Background: an optimization exercise with open tools, aiming at small area, a short achievable clock period and few clock cycles. Do not read the settings as production practice.
RTL that was checked went through simulation tests only; none was proved equivalent to the original.
The RTL of runs 2 to 5 was laid out without a check of its function.

==> flow/design.v, too long to show whole: its modules and the start of the top module <==
// module conv1_top: 929 lines
// module csa_fa: 4 lines
// module csa_ha: 4 lines
module conv1_top #(
    parameter CONV_INPUT_SIZE = 23,
    parameter CONV_OUTPUT_SIZE = 22,
    parameter CONV_OUTPUT_FILTER = 20
)(
    input                     clk,
    input                     rst,
    input                     start,
    output reg         [4: 0] input_addra,
    input  wire signed [15:0] idata,
    output reg  signed [15:0] odata,
    output reg         [4: 0] output_filter,
    output reg         [4: 0] output_addra,
    output reg                done
);
  // ...
==> flow/run.sh <==
#!/bin/bash
# synth_recipe.tcl (not shown) runs the flow's synth.tcl, then flattens the netlist and writes it again
# the make line also repeats each setting of config.mk as NAME=value (left out here)
make -C /OpenROAD-flow-scripts/flow DESIGN_CONFIG=/design/flow/config.mk WORK_HOME=/design/flow/orfs CLKGATE_MAP_FILE= SYNTH_SCRIPT=/design/flow/synth_recipe.tcl finish
==> flow/config.mk <==
export PLATFORM = sky130hd
export DESIGN_NAME = conv1_top
export DESIGN_NICKNAME = conv1_top
export VERILOG_FILES = /design/flow/design.v
export SDC_FILE = /design/flow/constraint.sdc
export NUM_CORES = 8
export LEC_CHECK = 0
export CAP_MARGIN = 20
export CORE_MARGIN = 2
export CORE_UTILIZATION = 40
export SLEW_MARGIN = 20
export SYNTH_HIERARCHICAL = 1
==> flow/constraint.sdc <==
create_clock -name core_clock -period 30.0 [get_ports {clk}]
set_input_delay 6.0000 -clock core_clock [delete_from_list [all_inputs] [get_ports {clk}]]
set_output_delay 6.0000 -clock core_clock [all_outputs]
set_load 0.01 [all_outputs]
==> impl_metrics.tcl, run 1 <==
set metrics [dict create \
    status "timing/DRC/antenna clean" \
    crit_path_max_fanout 44 \
    largest_reg_flops 24 \
    preCtsSetupSlack_ns 22.06 \
    vias_per_cell 6.225 \
    grtUsageTotal_pct 24.17 \
    period_share_pct 25.90 \
    slowest_stage "nand2_1" \
    synth_common_cells "251 x fa_1, 207 x nor2_1, 118 x a221oi_1" \
    start_util_pct 40.39 \
    clock_latency_ns 0.39 \
    drc 0 \
    cts_buffers 9 \
    start_kind "flip-flop" \
    synth_edf_count 0 \
    cp-endpoint "srn[23]" \
    grtUsageMet1_pct 31.14 \
    synthAdderAreaFrac_pct 42.22 \
    seqAreaFraction_pct 12.09 \
    min_period_ns 7.771 \
    grt_overflow 0 \
    ys_warn_count 7 \
    layoutNonFillerInstCount 2032 \
    non_clock_buffer_area_share_pct 4.084 \
    layout_commonest_cell "fa_1" \
    synth_compound_area_share_pct 23.55 \
    num-multi-input-gates 1300 \
    r2r_start "fidx[0]" \
    synthSimpleGateAreaFrac_pct 12.72 \
    dp_cells 2016 \
    num-nonclk-buffers 69 \
    crit_chain "buf_4 > clkinv_1 > nor2_1 > nand2_1 > nand2_1 > a21oi_1 > fa_1 > fa_1 > fa_1 > fa_1 > fa_1 > ha_1 > and3_1 > and2_1 > a221oi_2 > a21oi_4 > o21ai_0 > or4b_1" \
    reg2reg_depth 18 \
    die_h_um 195.8 \
    cts_root_buffer "clkbuf_16" \
]
Testbench counts, summed over its fixed seeds: cycles 21,504.
==> run 2: changes to the inputs <==
--- a/flow/design.v
+++ b/flow/design.v
@@ -915,20 +915,178 @@
     csa_fa u_d196 (.a(d151), .b(sr[23]), .c(d150), .s(d196), .co(d197));
     wire d198, d199;
     csa_fa u_d198 (.a(d153), .b(srn[18]), .c(d152), .s(d198), .co(d199));
     wire d200, d201;
     csa_ha u_d200 (.a(srn[19]), .b(srn[23]), .s(d200), .co(d201));
     wire d202 = ~srn[20];
     wire d203 = ~srn[21];
     wire d204 = ~srn[22];
-    wire [26:0] da = {d204, d203, d202, d200, d198, d196, d194, d192, d190, d188, d186, d184, d182, d180, d178, d176, d174, d172, d170, d168, d166, d164, d162, d160, d158, d156, d154};
-    wire [26:0] db = {srn[21], srn[20], d201, d199, d197, d195, d193, d191, d189, d187, d185, d183, d181, d179, d177, d175, d173, d171, d169, d167, d165, d163, d161, d159, d157, d155, srn[1]};
-    wire [26:0] dsumn = da + db + 1'b1;    
-    wire [15:0] q = ~dsumn[26:11];
+    wire [26:0] da_p, da_g;
+    assign da_p[0] = d154 ^ srn[1];
+    assign da_g[0] = d154 & srn[1];
+    assign da_p[1] = d156 ^ d155;
+    assign da_g[1] = d156 & d155;
+    assign da_p[2] = d158 ^ d157;
+    assign da_g[2] = d158 & d157;
+    assign da_p[3] = d160 ^ d159;
+    assign da_g[3] = d160 & d159;
+    assign da_p[4] = d162 ^ d161;
+    assign da_g[4] = d162 & d161;
+    assign da_p[5] = d164 ^ d163;
+    assign da_g[5] = d164 & d163;
+    assign da_p[6] = d166 ^ d165;
+    assign da_g[6] = d166 & d165;
+    assign da_p[7] = d168 ^ d167;
+    assign da_g[7] = d168 & d167;
+    assign da_p[8] = d170 ^ d169;
+    assign da_g[8] = d170 & d169;
+    assign da_p[9] = d172 ^ d171;
+    assign da_g[9] = d172 & d171;
+    assign da_p[10] = d174 ^ d173;
+    assign da_g[10] = d174 & d173;
+    assign da_p[11] = d176 ^ d175;
+    assign da_g[11] = d176 & d175;
+    assign da_p[12] = d178 ^ d177;
+    assign da_g[12] = d178 & d177;
+    assign da_p[13] = d180 ^ d179;
+    assign da_g[13] = d180 & d179;
+    assign da_p[14] = d182 ^ d181;
+    assign da_g[14] = d182 & d181;
+    assign da_p[15] = d184 ^ d183;
+    assign da_g[15] = d184 & d183;
+    assign da_p[16] = d186 ^ d185;
+    assign da_g[16] = d186 & d185;
+    assign da_p[17] = d188 ^ d187;
+    assign da_g[17] = d188 & d187;
+    assign da_p[18] = d190 ^ d189;
+    assign da_g[18] = d190 & d189;
+    assign da_p[19] = d192 ^ d191;
+    assign da_g[19] = d192 & d191;
+    assign da_p[20] = d194 ^ d193;
+    assign da_g[20] = d194 & d193;
+    assign da_p[21] = d196 ^ d195;
+    assign da_g[21] = d196 & d195;
+    assign da_p[22] = d198 ^ d197;
+    assign da_g[22] = d198 & d197;
+    assign da_p[23] = d200 ^ d199;
+    assign da_g[23] = d200 & d199;
+    assign da_p[24] = d202 ^ d201;
+    assign da_g[24] = d202 & d201;
+    assign da_p[25] = d203 ^ srn[20];
+    assign da_g[25] = d203 & srn[20];
+    assign da_p[26] = d204 ^ srn[21];
+    assign da_g[26] = d204 & srn[21];
+    wire da_G0 = da_g[1] | (da_p[1] & (da_g[0] | da_p[0]));
+    wire da_P0 = da_p[1] & da_p[0];
+    wire da_G1 = da_g[3] | (da_p[3] & da_g[2]);
+    wire da_P1 = da_p[3] & da_p[2];
+    wire da_G2 = da_g[5] | (da_p[5] & da_g[4]);
+    wire da_P2 = da_p[5] & da_p[4];
+    wire da_G3 = da_g[7] | (da_p[7] & da_g[6]);
+    wire da_P3 = da_p[7] & da_p[6];
+    wire da_G4 = da_g[9] | (da_p[9] & da_g[8]);
+    wire da_P4 = da_p[9] & da_p[8];
+    wire da_G5 = da_g[11] | (da_p[11] & da_g[10]);
+    wire da_P5 = da_p[11] & da_p[10];
+    wire da_G6 = da_g[13] | (da_p[13] & da_g[12]);
+    wire da_P6 = da_p[13] & da_p[12];
+    wire da_G7 = da_g[15] | (da_p[15] & da_g[14]);
+    wire da_P7 = da_p[15] & da_p[14];
+    wire da_G8 = da_g[17] | (da_p[17] & da_g[16]);
+    wire da_P8 = da_p[17] & da_p[16];
+    wire da_G9 = da_g[19] | (da_p[19] & da_g[18]);
+    wire da_P9 = da_p[19] & da_p[18];
+    wire da_G10 = da_g[21] | (da_p[21] & da_g[20]);
+    wire da_P10 = da_p[21] & da_p[20];
+    wire da_G11 = da_g[23] | (da_p[23] & da_g[22]);
+    wire da_P11 = da_p[23] & da_p[22];
+    wire da_G12 = da_g[25] | (da_p[25] & da_g[24]);
+    wire da_P12 = da_p[25] & da_p[24];
+    wire da_G13 = da_G1 | (da_P1 & da_G0);
+    wire da_P13 = da_P1 & da_P0;
+    wire da_G14 = da_G3 | (da_P3 & da_G2);
+    wire da_P14 = da_P3 & da_P2;
+    wire da_G15 = da_G5 | (da_P5 & da_G4);
+    wire da_P15 = da_P5 & da_P4;
+    wire da_G16 = da_G7 | (da_P7 & da_G6);
+    wire da_P16 = da_P7 & da_P6;
+    wire da_G17 = da_G9 | (da_P9 & da_G8);
+    wire da_P17 = da_P9 & da_P8;
+    wire da_G18 = da_G11 | (da_P11 & da_G10);
+    wire da_P18 = da_P11 & da_P10;
+    wire da_G19 = da_G14 | (da_P14 & da_G13);
+    wire da_P19 = da_P14 & da_P13;
+    wire da_G20 = da_G16 | (da_P16 & da_G15);
+    wire da_P20 = da_P16 & da_P15;
+    wire da_G21 = da_G18 | (da_P18 & da_G17);
+    wire da_P21 = da_P18 & da_P17;
+    wire da_G22 = da_G20 | (da_P20 & da_G19);
+    wire da_P22 = da_P20 & da_P19;
+    wire da_G23 = da_G21 | (da_P21 & da_G22);
+    wire da_P23 = da_P21 & da_P22;
+    wire da_G24 = da_G15 | (da_P15 & da_G19);
+    wire da_P24 = da_P15 & da_P19;
+    wire da_G25 = da_G17 | (da_P17 & da_G22);
+    wire da_P25 = da_P17 & da_P22;
+    wire da_G26 = da_G2 | (da_P2 & da_G13);
+    wire da_P26 = da_P2 & da_P13;
+    wire da_G27 = da_G4 | (da_P4 & da_G19);
+    wire da_P27 = da_P4 & da_P19;
+    wire da_G28 = da_G6 | (da_P6 & da_G24);
+    wire da_P28 = da_P6 & da_P24;
+    wire da_G29 = da_G8 | (da_P8 & da_G22);
+    wire da_P29 = da_P8 & da_P22;
+    wire da_G30 = da_G10 | (da_P10 & da_G25);
+    wire da_P30 = da_P10 & da_P25;
+    wire da_G31 = da_G12 | (da_P12 & da_G23);
+    wire da_P31 = da_P12 & da_P23;
+    wire da_G32 = da_g[2] | (da_p[2] & da_G0);
+    wire da_P32 = da_p[2] & da_P0;
+    wire da_G33 = da_g[4] | (da_p[4] & da_G13);
+    wire da_P33 = da_p[4] & da_P13;
+    wire da_G34 = da_g[6] | (da_p[6] & da_G26);
+    wire da_P34 = da_p[6] & da_P26;
+    wire da_G35 = da_g[8] | (da_p[8] & da_G19);
+    wire da_P35 = da_p[8] & da_P19;
+    wire da_G36 = da_g[10] | (da_p[10] & da_G27);
+    wire da_P36 = da_p[10] & da_P27;
+    wire da_G37 = da_g[12] | (da_p[12] & da_G24);
+    wire da_P37 = da_p[12] & da_P24;
+    wire da_G38 = da_g[14] | (da_p[14] & da_G28);
+    wire da_P38 = da_p[14] & da_P28;
+    wire da_G39 = da_g[16] | (da_p[16] & da_G22);
+    wire da_P39 = da_p[16] & da_P22;
+    wire da_G40 = da_g[18] | (da_p[18] & da_G29);
+    wire da_P40 = da_p[18] & da_P29;
+    wire da_G41 = da_g[20] | (da_p[20] & da_G25);
+    wire da_P41 = da_p[20] & da_P25;
+    wire da_G42 = da_g[22] | (da_p[22] & da_G30);
+    wire da_P42 = da_p[22] & da_P30;
+    wire da_G43 = da_g[24] | (da_p[24] & da_G23);
+    wire da_P43 = da_p[24] & da_P23;
+    wire da_G44 = da_g[26] | (da_p[26] & da_G31);
+    wire da_P44 = da_p[26] & da_P31;
+    wire [15:0] q;
+    assign q[0] = ~(da_p[11] ^ da_G36);
+    assign q[1] = ~(da_p[12] ^ da_G24);
+    assign q[2] = ~(da_p[13] ^ da_G37);
+    assign q[3] = ~(da_p[14] ^ da_G28);
+    assign q[4] = ~(da_p[15] ^ da_G38);
+    assign q[5] = ~(da_p[16] ^ da_G22);
+    assign q[6] = ~(da_p[17] ^ da_G39);
+    assign q[7] = ~(da_p[18] ^ da_G29);
+    assign q[8] = ~(da_p[19] ^ da_G40);
+    assign q[9] = ~(da_p[20] ^ da_G25);
+    assign q[10] = ~(da_p[21] ^ da_G41);
+    assign q[11] = ~(da_p[22] ^ da_G30);
+    assign q[12] = ~(da_p[23] ^ da_G42);
+    assign q[13] = ~(da_p[24] ^ da_G23);
+    assign q[14] = ~(da_p[25] ^ da_G43);
+    assign q[15] = ~(da_p[26] ^ da_G31);
     always @(posedge clk) begin
         odata <= spos ? q : 16'sd0;
     end
 endmodule
 module csa_fa(input a, input b, input c, output s, output co);
     assign s = a ^ b ^ c;
     assign co = (a & b) | (a & c) | (b & c);
 endmodule
==> flow/flow/run.sh (new file) <==
#!/bin/bash
# Standard ORFS layout, with repair_timing asked for extra setup margin so
# that it sizes the critical paths for a shorter period than the clock's.
set -uo pipefail
MARGIN=$(cat "$(dirname "$0")/margin.txt")
bash standard.sh synth > synth.log 2>&1 || exit 1
bash standard.sh SETUP_SLACK_MARGIN=$MARGIN finish > layout.log 2>&1 || exit 1
==> flow/flow/margin.txt (new file) <==
23.0
==> flow/standard.sh (new file) <==
#!/bin/bash
# synth_recipe.tcl (not shown) runs the flow's synth.tcl, then flattens the netlist and writes it again
# the make line also repeats each setting of config.mk as NAME=value (left out here)
make -C /OpenROAD-flow-scripts/flow DESIGN_CONFIG=/design/flow/config.mk WORK_HOME=/design/flow/orfs CLKGATE_MAP_FILE= SYNTH_SCRIPT=/design/flow/synth_recipe.tcl "${@:-finish}"
removed: flow/run.sh
==> impl_metrics.tcl, run 2 <==
set metrics [dict create \
    status "timing/DRC/antenna clean" \
    cts_root_buffer "clkbuf_16" \
    ys_warn_count 7 \
    layout_commonest_cell "fa_1" \
    dieArea_um2 37060 \
    antennaDiodeCount 0 \
    wl_per_cell_um 22.05 \
    worst-r2r-setup-slack_ns 23.29 \
    worst_hold_path_type "flip-flop to flip-flop" \
    core_area_um2 35310 \
    yosysUniqueCellTypes 68 \
    min_period_ns 6.966 \
    yosysMostFrequentCell "fa_1" \
    fmax_mhz 143.6 \
    nets 1895 \
    slowest_stage "dfxtp_4" \
    grtUsageTotal_pct 24.11 \
    synth_area_um2 14220 \
    synth-seq-cells 95 \
    port_buffers 50 \
    synth_ff_type "dfxtp_1" \
    skew_ns 0.02073 \
    grt_pass1_vias 11730 \
    synth.net_count 1892 \
    place_congestion 0.9692 \
    antenna_found_initial 0 \
    synth_common_cells "258 x fa_1, 217 x nor2_1, 117 x a221oi_1" \
    grt_pass1_wl_mm 67.45 \
    layout_common_cells "258 x fa_1, 210 x nor2_1, 99 x a221oi_1" \
    synth_top_area_share_pct 36.33 \
    crit_chain "clkdlybuf4s15_2" \
    h-tree-depth 3 \
    synth_edf_count 0 \
    cp-startpoint "output_filter[1]" \
    clk_pin_slew_worst_paths_ns 0.07 \
    synth.avg_cell_area_um2 9.353 \
    dr.pass1.iters 6 \
    worstPathArrival_ns 0.97 \
    critPathMaxStageDelay_ns 0.36 \
    vias 12050 \
    die_width_um 192.5 \
    async_flop_share_pct 0 \
    rows 69 \
    cts_buffers 9 \
    cp-endpoint "output_filter[1]" \
    seq_area_frac_synth_pct 13.38 \
    slew_headroom_pct 22.45 \
    drc 0 \
    slew_viol_final 0 \
    start_util_pct 40.26 \
    drt-initial-drc-count 1444 \
    routed_wl_mm 43.87 \
    fin_tns_setup_ns 0 \
    syn2layout_area_growth_pct 13.08 \
    r2r_start "fidx[2]" \
    clock_latency_ns 0.39 \
    synthCells 1520 \
    worst_pin_slew_ns 1.149 \
    cpLargestDelayFamily "flip-flops" \
    start_kind "flip-flop" \
    clock_sinks 95 \
    hpwl_mm 32.83 \
    synth_top_area_cell "fa_1" \
    crit_path_max_fanout 4 \
    cp.depth 1 \
    hold_slack_ns 0.4857 \
    clock_path_buffers 2 \
    fin_util_pct 45.53 \
    grt_max_degree 63 \
    setup_viol 0 \
    num_io_pins 51 \
    synth.area.top_cells "fa_1 36%, dfxtp_1 13%, ha_1 8.4%, a221oi_1 7.2%, nor2_1 5.7%" \
    crit_buf_inv 1 \
    holdBufCountCts 0 \
    reg2reg_depth 21 \
    cp-end-kind "primary output" \
    cts_tree "built" \
    regMostFlops "srn" \
    die_h_um 192.5 \
    grt_overflow 0 \
    worstSetupPathType "flip-flop to primary output" \
    maxCapViolCount 0 \
    final_antenna_net_count 0 \
    largest_reg_flops 24 \
    vias_per_cell 6.060 \
    r2r-end "spos" \
    drive_gt1_share_pct 12.63 \
    period_share_pct 23.22 \
    hold_violations 0 \
    rsz0062_at_grt "no" \
    cp.required_ns 24.00 \
]
## run 2: per-layer routing
layer  track usage [%]  share of wire (%)  up-vias
met5                 0                  0        -
met4             10.19                4.1        0
met3             6.419                9.5      126
met2             39.18                 47      689
met1             30.32                 39     5905
li1                  -                  -     5333
## run 2: area by class of cell
cell class                 instances  area (um^2)
fill                            3333        19230
sequential                        95         1961
inverter                          93        367.9
timing repair buffer             119         1052
tap                              461        576.8
clock inverter                     6        61.31
clock buffer                      10        239.0
multi-input combinational       1205        11820
## run 2: metrics by stage
step           setup slack, ns  instances  area (um^2)
4_1_cts                  22.99       1968        15660
3_5_place_dp             22.00       1927        15020
2_1_floorplan            23.25       1520        14220
3_3_place_gp             22.18       1927        15020
6_report                 23.03       1989        16080
5_1_grt                  22.97       1989        16080
## run 2: worst min path at each step
| stage | from | endpoint | slack, ns | depth (start not counted) |
|---|---|---|---|---|
| after global placement | done | done | 0.46 | 2 |
| after detailed placement | done | done | 0.46 | 2 |
| after CTS | done | done | 0.48 | 2 |
| after floorplan | xn[10] | xo[10] | 0.33 | 0 |
| final | done | done | 0.49 | 2 |
| after global routing | done | done | 0.53 | 2 |
## run 2: Yosys stat by module, one instance, submodules excluded
module | cell area (um^2) | flops+latches
csa_fa | 20.02 | 0
conv1_top | 9049 | 95
csa_ha | 12.51 | 0
## run 2: cell families (layout without fill, tap and decap cells)
| logic type | count (synthesis) | in the layout | share of synthesized area [%] |
|---|---|---|---|
| buf+inv | 220 | 228 | 5.985 |
| xor+xnor | 41 | 41 | 2.526 |
| flops | 95 | 95 | 13.38 |
| fa+ha+maj | 353 | 353 | 44.69 |
| simple gates | 387 | 387 | 11.70 |
| compound gates | 419 | 419 | 21.36 |
| mux | 5 | 5 | 0.3609 |
## run 2: repair_timing
item | 4_1_cts | 5_1_grt
pin swaps | 1 | 7
endpoints found under the setup margin | 59 | 21
setup buffers | 25 | 21
gates resized for setup | 128 | 60
gates cloned | 0 | 0
==> run 3: changes to the inputs <==
==> flow/flow/margin.txt (replaced) <==
24.0
==> impl_metrics.tcl, run 3 <==
set metrics [dict create \
    synth_xor_area_share_pct 2.526 \
    drc 0 \
    die_width_um 192.5 \
    synth_common_cells "258 x fa_1, 217 x nor2_1, 117 x a221oi_1" \
    cp-end-kind "primary output" \
    worstPathArrival_ns 0.86 \
    core_area_um2 35310 \
    synth_top_area_share_pct 36.33 \
    synthCells 1520 \
    rows 69 \
    nets 2039 \
    largest_reg_flops 24 \
    maxCapViolCount 0 \
    h-tree-depth 3 \
    synth_area_um2 14220 \
    crit_path_max_fanout 2 \
    crit_buf_inv 1 \
    synth.net_count 1892 \
    port_buffers 50 \
    period_share_pct 22.88 \
    start_util_pct 40.26 \
    num_io_pins 51 \
    syn2layout_area_growth_pct 35.74 \
    worstSetupPathType "flip-flop to primary output" \
    antenna_found_initial 0 \
    layoutNonFillerInstCount 2133 \
    routed_wl_mm 52.90 \
    crit_chain "buf_6" \
    status "timing/DRC/antenna clean" \
    synthMuxAreaShare_pct 0.3609 \
    ys_warn_count 7 \
    synth_compound_area_share_pct 21.36 \
    layout_commonest_cell "fa_1" \
    worst_pin_slew_ns 1.321 \
    skew_ns 0.02047 \
    slowest_stage "dfxtp_4" \
    synth.area.top_cells "fa_1 36%, dfxtp_1 13%, ha_1 8.4%, a221oi_1 7.2%, nor2_1 5.7%" \
    synth_ff_type "dfxtp_1" \
    vias_per_cell 6.336 \
    synth_top_area_cell "fa_1" \
    wl_per_cell_um 24.80 \
    slew_headroom_pct 11.81 \
    hold_slack_ns 0.5822 \
    start_kind "flip-flop" \
    place_congestion 0.9377 \
    die_h_um 192.5 \
    grtUsageTotal_pct 28.56 \
    vias 13510 \
    seq_area_frac_synth_pct 13.38 \
    cts_root_buffer "clkbuf_16" \
    rsz0062_at_grt "yes" \
    async_flop_share_pct 0 \
    regMostFlops "srn" \
    antennaDiodeCount 0 \
    grt_pass1_vias 13570 \
    dr.pass1.iters 8 \
    synth-seq-cells 95 \
    clock_path_buffers 2 \
    cpLargestDelayFamily "flip-flops" \
    layout_common_cells "250 x fa_1, 184 x nor2_1, 150 x buf_4" \
    grt_pass1_wl_mm 79.93 \
    fin_util_pct 54.65 \
    worst_hold_path_type "flip-flop to flip-flop" \
    clock_latency_ns 0.38 \
    synth_edf_count 0 \
    cts_buffers 9 \
    yosysMostFrequentCell "fa_1" \
    clk_pin_slew_worst_paths_ns 0.08 \
    grt_max_degree 32 \
    dp_cells 1916 \
    critPathMaxStageDelay_ns 0.37 \
    setup_viol 0 \
    drive_gt1_share_pct 32.00 \
    synthAdderAreaFrac_pct 44.69 \
    synthSimpleGateAreaFrac_pct 11.70 \
    synth.avg_cell_area_um2 9.353 \
    fin_tns_setup_ns 0 \
    slew_viol_final 0 \
    hold_violations 0 \
    fmax_mhz 145.7 \
    cp.required_ns 24.00 \
    clock_sinks 95 \
    synth_top_family_by_area "adder cells" \
    cts_tree "built" \
    min_period_ns 6.864 \
    grt_overflow 0 \
    hpwl_mm 33.00 \
    final_antenna_net_count 0 \
    yosysUniqueCellTypes 68 \
    dieArea_um2 37060 \
    drt-initial-drc-count 1894 \
]
run 3: cell counts after synthesis:
Identical to the previous run, type by type.
run 3: layer usage:
| layer | up-vias | wire, um | global-route usage (%) |
|---|---|---|---|
| li1 | 5670 | - | - |
| met1 | 6691 | 19750 | 36.58 |
| met2 | 907 | 23840 | 45.85 |
| met3 | 246 | 5852 | 6.838 |
| met4 | 0 | 3470 | 12.80 |
| met5 | - | 0 | 0 |
run 3: final cells by class:
class / count / area (um^2)
repair buffers: 259 / 2849
well taps: 461 / 576.8
inverters: 93 / 396.6
repair inverters: 1 / 8.758
fillers: 2925 / 16010
multi-input cells: 1208 / 13150
clock buffers: 9 / 225.2
clock inverters: 7 / 87.58
flip-flops and latches: 95 / 2001
run 3: path summary, 6_finish.rpt:
kind,startpoint,endpoint,slack [ns],cells after the start
setup / recovery,output_addra[0],output_addra[0],23.14,1
hold / removal,done,done,0.58,3
setup reg to reg,fidx[1],srn[22],23.62,23
hold reg to reg,done,done,0.58,3
run 3: modules after synthesis, one instance, submodules excluded:
module | cell area (um^2) | copies in the design | cells
conv1_top | 9049 | 1 | 1257
csa_fa | 20.02 | 250 | 1
csa_ha | 12.51 | 13 | 1
run 3: metrics by stage:
| step | area (um^2) | setup WS (ns) |
|---|---|---|
| final | 19300 | 23.14 |
| after global routing | 19300 | 23.12 |
| after global placement | 15330 | 22.36 |
| after detailed placement | 15330 | 22.36 |
| after CTS | 18430 | 23.13 |
| after floorplan | 14830 | 23.35 |
run 3: tightest hold or removal path: stages, from the launching register on:
cell and delay (ns):
dfxtp_2 0.34, buf_4 0.10, a31oi_1 0.05, nor2_4 0.07
run 3: timing repair:
item,in CTS,in global routing
resized for setup,415,92
pin swaps,112,91
gates cloned,17,2
setup buffers,141,41
hold buffers,0,0
endpoints found under the setup margin,89,68
run 3: kinds of logic after synthesis:
group | Yosys count
xor gates and xnor gates | 41
buffers and inverters | 220
and+or+nand+nor | 387
muxes | 5
DFF | 95
adders and majority gates | 353
AOI/OAI and AO/OA | 419
==> run 4: changes to the inputs <==
==> flow/flow/margin.txt (replaced) <==
22.75
==> impl_metrics.tcl, run 4 <==
set metrics [dict create \
    hold_violations 0 \
    synth_top_area_cell "fa_1" \
    fin_util_pct 44.57 \
    min_period_ns 7.144 \
    dieArea_um2 37060 \
    async_flop_share_pct 0 \
    critPathMaxStageDelay_ns 0.43 \
    drive_gt1_share_pct 8.946 \
    layoutNonFillerInstCount 1970 \
    grt_pass1_wl_mm 67.03 \
    grt_max_degree 63 \
    grtUsageMet1_pct 30.65 \
    rows 69 \
    worst_pin_slew_ns 1.070 \
    hpwl_mm 32.83 \
    rsz0062_at_grt "no" \
    fin_tns_setup_ns 0 \
    worstSetupPathType "flip-flop to primary output" \
    vias_per_cell 6.075 \
    synth-seq-cells 95 \
    slew_headroom_pct 27.75 \
    die_width_um 192.5 \
    clock_sinks 95 \
    period_share_pct 23.81 \
    clock_path_buffers 2 \
    vias 11970 \
    seq_area_frac_synth_pct 13.38 \
    cts_tree "built" \
    preCtsSetupSlack_ns 22.00 \
    start_util_pct 40.26 \
    clock_latency_ns 0.39 \
    antenna_found_initial 0 \
    synth.avg_cell_area_um2 9.353 \
    drc 0 \
    crit_chain "dlygate4sd2_1" \
    cp-end-kind "primary output" \
    cts_buffers 9 \
    use_met3_pct 6.074 \
    grtUsageTotal_pct 23.96 \
    slowest_stage "dfxtp_2" \
    synth_edf_count 0 \
    maxCapViolCount 0 \
    gr-usage-met2_pct 38.61 \
    num_io_pins 51 \
    start_kind "flip-flop" \
    cp.required_ns 24.00 \
    top_usage_layer "met2" \
    place_congestion 0.9692 \
    yosysMostFrequentCell "fa_1" \
    antennaDiodeCount 0 \
    clk_pin_slew_worst_paths_ns 0.07 \
    layout_commonest_cell "fa_1" \
    synth.area.top_cells "fa_1 36%, dfxtp_1 13%, ha_1 8.4%, a221oi_1 7.2%, nor2_1 5.7%" \
    yosysUniqueCellTypes 68 \
    wl_per_cell_um 22.04 \
    synth_top_area_share_pct 36.33 \
    h-tree-depth 3 \
    final_antenna_net_count 0 \
    nets 1876 \
    synthCells 1520 \
    routed_wl_mm 43.42 \
    die_h_um 192.5 \
    slew_viol_final 0 \
    synth.net_count 1892 \
    core_area_um2 35310 \
    crit_path_max_fanout 12 \
    setup_viol 0 \
    syn2layout_area_growth_pct 10.69 \
    worstPathArrival_ns 1.14 \
    ys_warn_count 7 \
    synth_ff_type "dfxtp_1" \
    worst_hold_path_type "flip-flop to flip-flop" \
    worst_slack_ns 22.86 \
    dr.pass1.iters 6 \
    port_buffers 50 \
    skew_ns 0.02000 \
    layout_common_cells "258 x fa_1, 212 x nor2_1, 114 x a221oi_1" \
    drt-initial-drc-count 1414 \
    largest_reg_flops 24 \
    grt_overflow 0 \
    status "timing/DRC/antenna clean" \
    synth_area_um2 14220 \
    synth_common_cells "258 x fa_1, 217 x nor2_1, 117 x a221oi_1" \
    crit_buf_inv 1 \
    grt_pass1_vias 11570 \
    regMostFlops "srn" \
    cpLargestDelayFamily "flip-flops" \
    fmax_mhz 140.0 \
    dp_cells 1927 \
    cts_root_buffer "clkbuf_16" \
]
==> run 4: cell counts after synthesis <==
Identical to the previous run, type by type.
==> run 4: per-module statistics from Yosys, one instance, submodules excluded <==
module,cell area (um^2),flops+latches,cells,copies in the design
conv1_top,9049,95,1257,1
csa_ha,12.51,0,1,13
csa_fa,20.02,0,1,250
==> run 4: through the flow <==
stage	hold WS [ns]	instance area, um^2
after floorplan	0.3290	14220
after global placement	0.4603	15020
after detailed placement	0.4586	15020
after CTS	0.4792	15400
after global routing	0.5178	15740
final	0.4797	15740
==> run 4: logic make-up after synthesis <==
logic type | share of synthesized area, %
flops | 13.38
compound gates | 21.36
fa+ha+maj | 44.69
buf+inv | 5.985
xor+xnor | 2.526
simple gates | 11.70
mux | 0.3609
==> run 4: path summary, 6_finish.rpt <==
path,from,end,slack (ns),cells after the start
setup / recovery,input_addra[2],input_addra[2],22.86,1
hold / removal,done,done,0.48,2
setup reg to reg,fidx[3],spos,23.14,21
hold reg to reg,done,done,0.48,2
==> run 4: routing by layer <==
metal  vias up  wire length (um)
met3       119              3963
met2       645             20170
met4         0              1861
met1      5914             17430
li1       5289                 -
met5         -                 0
==> run 4: timing repair <==
action	4_1_cts	5_1_grt
setup endpoints to repair	43	17
cloned	0	1
hold buffers	0	0
pin swaps	0	3
gates resized for setup	60	41
buffers inserted	4	22
==> run 4: cell type report <==
cell class	count	area, um^2
repair buffers	99	894.6
multi-input cells	1205	11660
clock buffers	10	239.0
clock inverters	6	61.31
fillers	3359	19570
repair inverters	1	5.005
flip-flops and latches	95	1937
inverters	93	364.1
well taps	461	576.8
==> run 5: changes to the inputs <==
==> flow/flow/margin.txt (replaced) <==
23.0
--- a/flow/config.mk
+++ b/flow/config.mk
@@ -8,5 +8,7 @@
 export CAP_MARGIN = 20
 export CORE_MARGIN = 2
 export CORE_UTILIZATION = 40
+export CTS_CLUSTER_DIAMETER = 300
+export CTS_CLUSTER_SIZE = 60
 export SLEW_MARGIN = 20
 export SYNTH_HIERARCHICAL = 1
==> impl_metrics.tcl, run 5 <==
set metrics [dict create \
    rsz0062_at_grt "no" \
    hpwl_mm 32.83 \
    vias_per_cell 6.060 \
    largest_reg_flops 24 \
    final_antenna_net_count 0 \
    hold_end "done" \
    skew_ns 0.02073 \
    fmax_mhz 143.6 \
    worst_pin_slew_ns 1.149 \
    die_h_um 192.5 \
    fillCellCount 3333 \
    synth_ff_type "dfxtp_1" \
    hold_slack_ns 0.4857 \
    start_util_pct 40.26 \
    maxCapViolCount 0 \
    cp-end-kind "primary output" \
    dieArea_um2 37060 \
    die_width_um 192.5 \
    hold_path.startpoint "done" \
    slew_headroom_pct 22.45 \
    h-tree-depth 3 \
    hold_violations 0 \
    layout_common_cells "258 x fa_1, 210 x nor2_1, 99 x a221oi_1" \
    synth-seq-cells 95 \
    regMostFlops "srn" \
    cpLargestDelayFamily "flip-flops" \
    grt_pass1_wl_mm 67.45 \
    antenna_found_initial 0 \
    grtUsageTotal_pct 24.11 \
    synth_edf_count 0 \
    min_period_ns 6.966 \
    num_io_pins 51 \
    cts_buffers 9 \
    vias 12050 \
    cp.required_ns 24.00 \
    slew_viol_final 0 \
    async_flop_share_pct 0 \
    grt_pass1_vias 11730 \
    period_share_pct 23.22 \
    worstSetupPathType "flip-flop to primary output" \
    layout_commonest_cell "fa_1" \
    drive_gt1_share_pct 12.63 \
    clock_sinks 95 \
    clock_latency_ns 0.39 \
    drc 0 \
    setup_viol 0 \
    critPathMaxStageDelay_ns 0.36 \
    syn2layout_area_growth_pct 13.08 \
    yosysUniqueCellTypes 68 \
    wl_per_cell_um 22.05 \
    hold_depth 2 \
    crit_buf_inv 1 \
    ys_warn_count 7 \
    port_buffers 50 \
    synthCells 1520 \
    reg2reg_depth 21 \
    grt_max_degree 63 \
    rows 69 \
    synth.net_count 1892 \
    synth.avg_cell_area_um2 9.353 \
    crit_path_max_fanout 4 \
    synth_top_area_share_pct 36.33 \
    synth.area.top_cells "fa_1 36%, dfxtp_1 13%, ha_1 8.4%, a221oi_1 7.2%, nor2_1 5.7%" \
    yosysMostFrequentCell "fa_1" \
    clk_pin_slew_worst_paths_ns 0.07 \
    synth_area_um2 14220 \
    start_kind "flip-flop" \
    r2r_start "fidx[2]" \
    cts_tree "built" \
    synth_top_area_cell "fa_1" \
    worst-r2r-setup-slack_ns 23.29 \
    seq_area_frac_synth_pct 13.38 \
    fin_tns_setup_ns 0 \
    worst_slack_ns 23.03 \
    core_area_um2 35310 \
    place_congestion 0.9692 \
    nets 1895 \
    seq_area_um2 1961 \
    r2r-end "spos" \
    routed_wl_mm 43.87 \
    crit_chain "clkdlybuf4s15_2" \
    worstPathArrival_ns 0.97 \
    dr.pass1.iters 6 \
    slowest_stage "dfxtp_4" \
    status "timing/DRC/antenna clean" \
    cts_root_buffer "clkbuf_16" \
    preCtsSetupSlack_ns 22.00 \
    worst_hold_path_type "flip-flop to flip-flop" \
    synth_common_cells "258 x fa_1, 217 x nor2_1, 117 x a221oi_1" \
    clock_path_buffers 2 \
    drt-initial-drc-count 1444 \
    grt_overflow 0 \
    antennaDiodeCount 0 \
    multi_input_area_um2 11820 \
]
run 5: cell count changes in the layout (fill, tap and decap cells not counted), sizes merged:
| cell | change |
|---|---|
| buf | +22 |
| clkdlybuf4s15 | +21 |
| dlygate4sd2 | -18 |
| clkdlybuf4s50 | -1 |
| clkbuf | +2 |
| dlymetal6s2s | -6 |
| inv | -1 |
run 5: metrics by stage:
step | cells | utilization [%] | area (um^2)
after global routing | 1989 | 45.53 | 16080
after floorplan | 1520 | - | 14220
final | 1989 | 45.53 | 16080
after CTS | 1968 | 44.36 | 15660
after detailed placement | 1927 | 42.53 | 15020
after global placement | 1927 | 42.53 | 15020
run 5: layout make-up:
cell class	instances	area share, %
inverters	93	2.288
flip-flops and latches	95	12.20
multi-input cells	1205	73.51
repair buffers	119	6.546
clock buffers	10	1.487
clock inverters	6	0.3814
well taps	461	3.588
run 5: modules after synthesis (local to each module, per instance):
| module | area (um^2) | flip-flops and latches | cells | copies in the design |
|---|---|---|---|---|
| conv1_top | 9049 | 95 | 1257 | 1 |
| csa_fa | 20.02 | 0 | 1 | 250 |
| csa_ha | 12.51 | 0 | 1 | 13 |
run 5: worst max path at each step:
stage	start	end	slack [ns]	depth (start not counted)
final	output_filter[1]	output_filter[1]	23.03	1
after global routing	fidx[0]	spos	22.97	21
after CTS	fidx[0]	spos	22.99	21
after detailed placement	fidx[3]	spos	22.00	21
after global placement	fidx[3]	spos	22.18	21
after floorplan	start	output_addra[4]	23.25	4
run 5: worst min-delay path, delay by kind of cell, from the launching register on:
family,cells,cell delay [ns]
AOI/OAI and AO/OA,1,0.04
and+or+nand+nor,1,0.07
DFF,1,0.34
run 5: kinds of logic (layout without fill, tap and decap cells):
kind of cell / after synthesis / in the layout / share of synthesized area [%]
buffers and inverters: 220 / 228 / 5.985
multiplexers: 5 / 5 / 0.3609
adder cells (fa/ha/maj): 353 / 353 / 44.69
flip-flops: 95 / 95 / 13.38
XOR/XNOR: 41 / 41 / 2.526
AO/OA/AOI/OAI: 419 / 419 / 21.36
AND/OR/NAND/NOR: 387 / 387 / 11.70
run 5: repair_timing:
action	4_1_cts	5_1_grt
gates cloned	0	0
resized for setup	128	60
buffers inserted	25	21
endpoints found under the setup margin	59	21
hold buffers	0	0
pin swaps	1	7
endpoints found under the hold margin	0	0
run 5: layer usage:
metal | global-route usage (%) | up-vias | wire (um)
met4 | 10.19 | 0 | 1779
met1 | 30.32 | 5905 | 17320
li1 | - | 5333 | -
met2 | 39.18 | 689 | 20580
met5 | 0 | - | 0
met3 | 6.419 | 126 | 4184

-- port drivers added, routing unchanged --
The results above use ideal ports. As a check the final layouts listed here were re-extracted and re-timed, cells and wires unchanged. Step 1 sets driving cells, clkbuf_16 on the clock port and buf_2 on the other inputs (assumed; they add their load-dependent delay and slew). Step 2 also shifts input and output timing later by t, the mid clock arrival at the registers, as if the neighbouring blocks saw the same clock. a / b / c = ideal ports / drivers / drivers and shift; a / b = the first two.
run | t (ns) | setup slack, ns | worst setup path at the end | worst slew at a driven data input, ns | pins driven straight from the clock port
run 1 | 0.439 | 22.229 / 22.229 / 22.038 | input to register | 0.05 | 1
run 2 | 0.433 | 23.034 / 22.982 / 22.749 | input to register | 0.06 | 1
run 3 | 0.423 | 23.136 / 23.087 / 23.248 | input to register | 0.10 | 1
run 4 | 0.433 | 22.856 / 22.802 / 22.507 | input to register | 0.06 | 1
run 5 | 0.433 | 23.034 / 22.982 / 22.749 | input to register | 0.06 | 1
After both steps setup and hold are still met in every run listed. For run 4, which loses most, drivers alone change the setup slack by -0.054 ns; drivers and shift together by -0.349 ns.
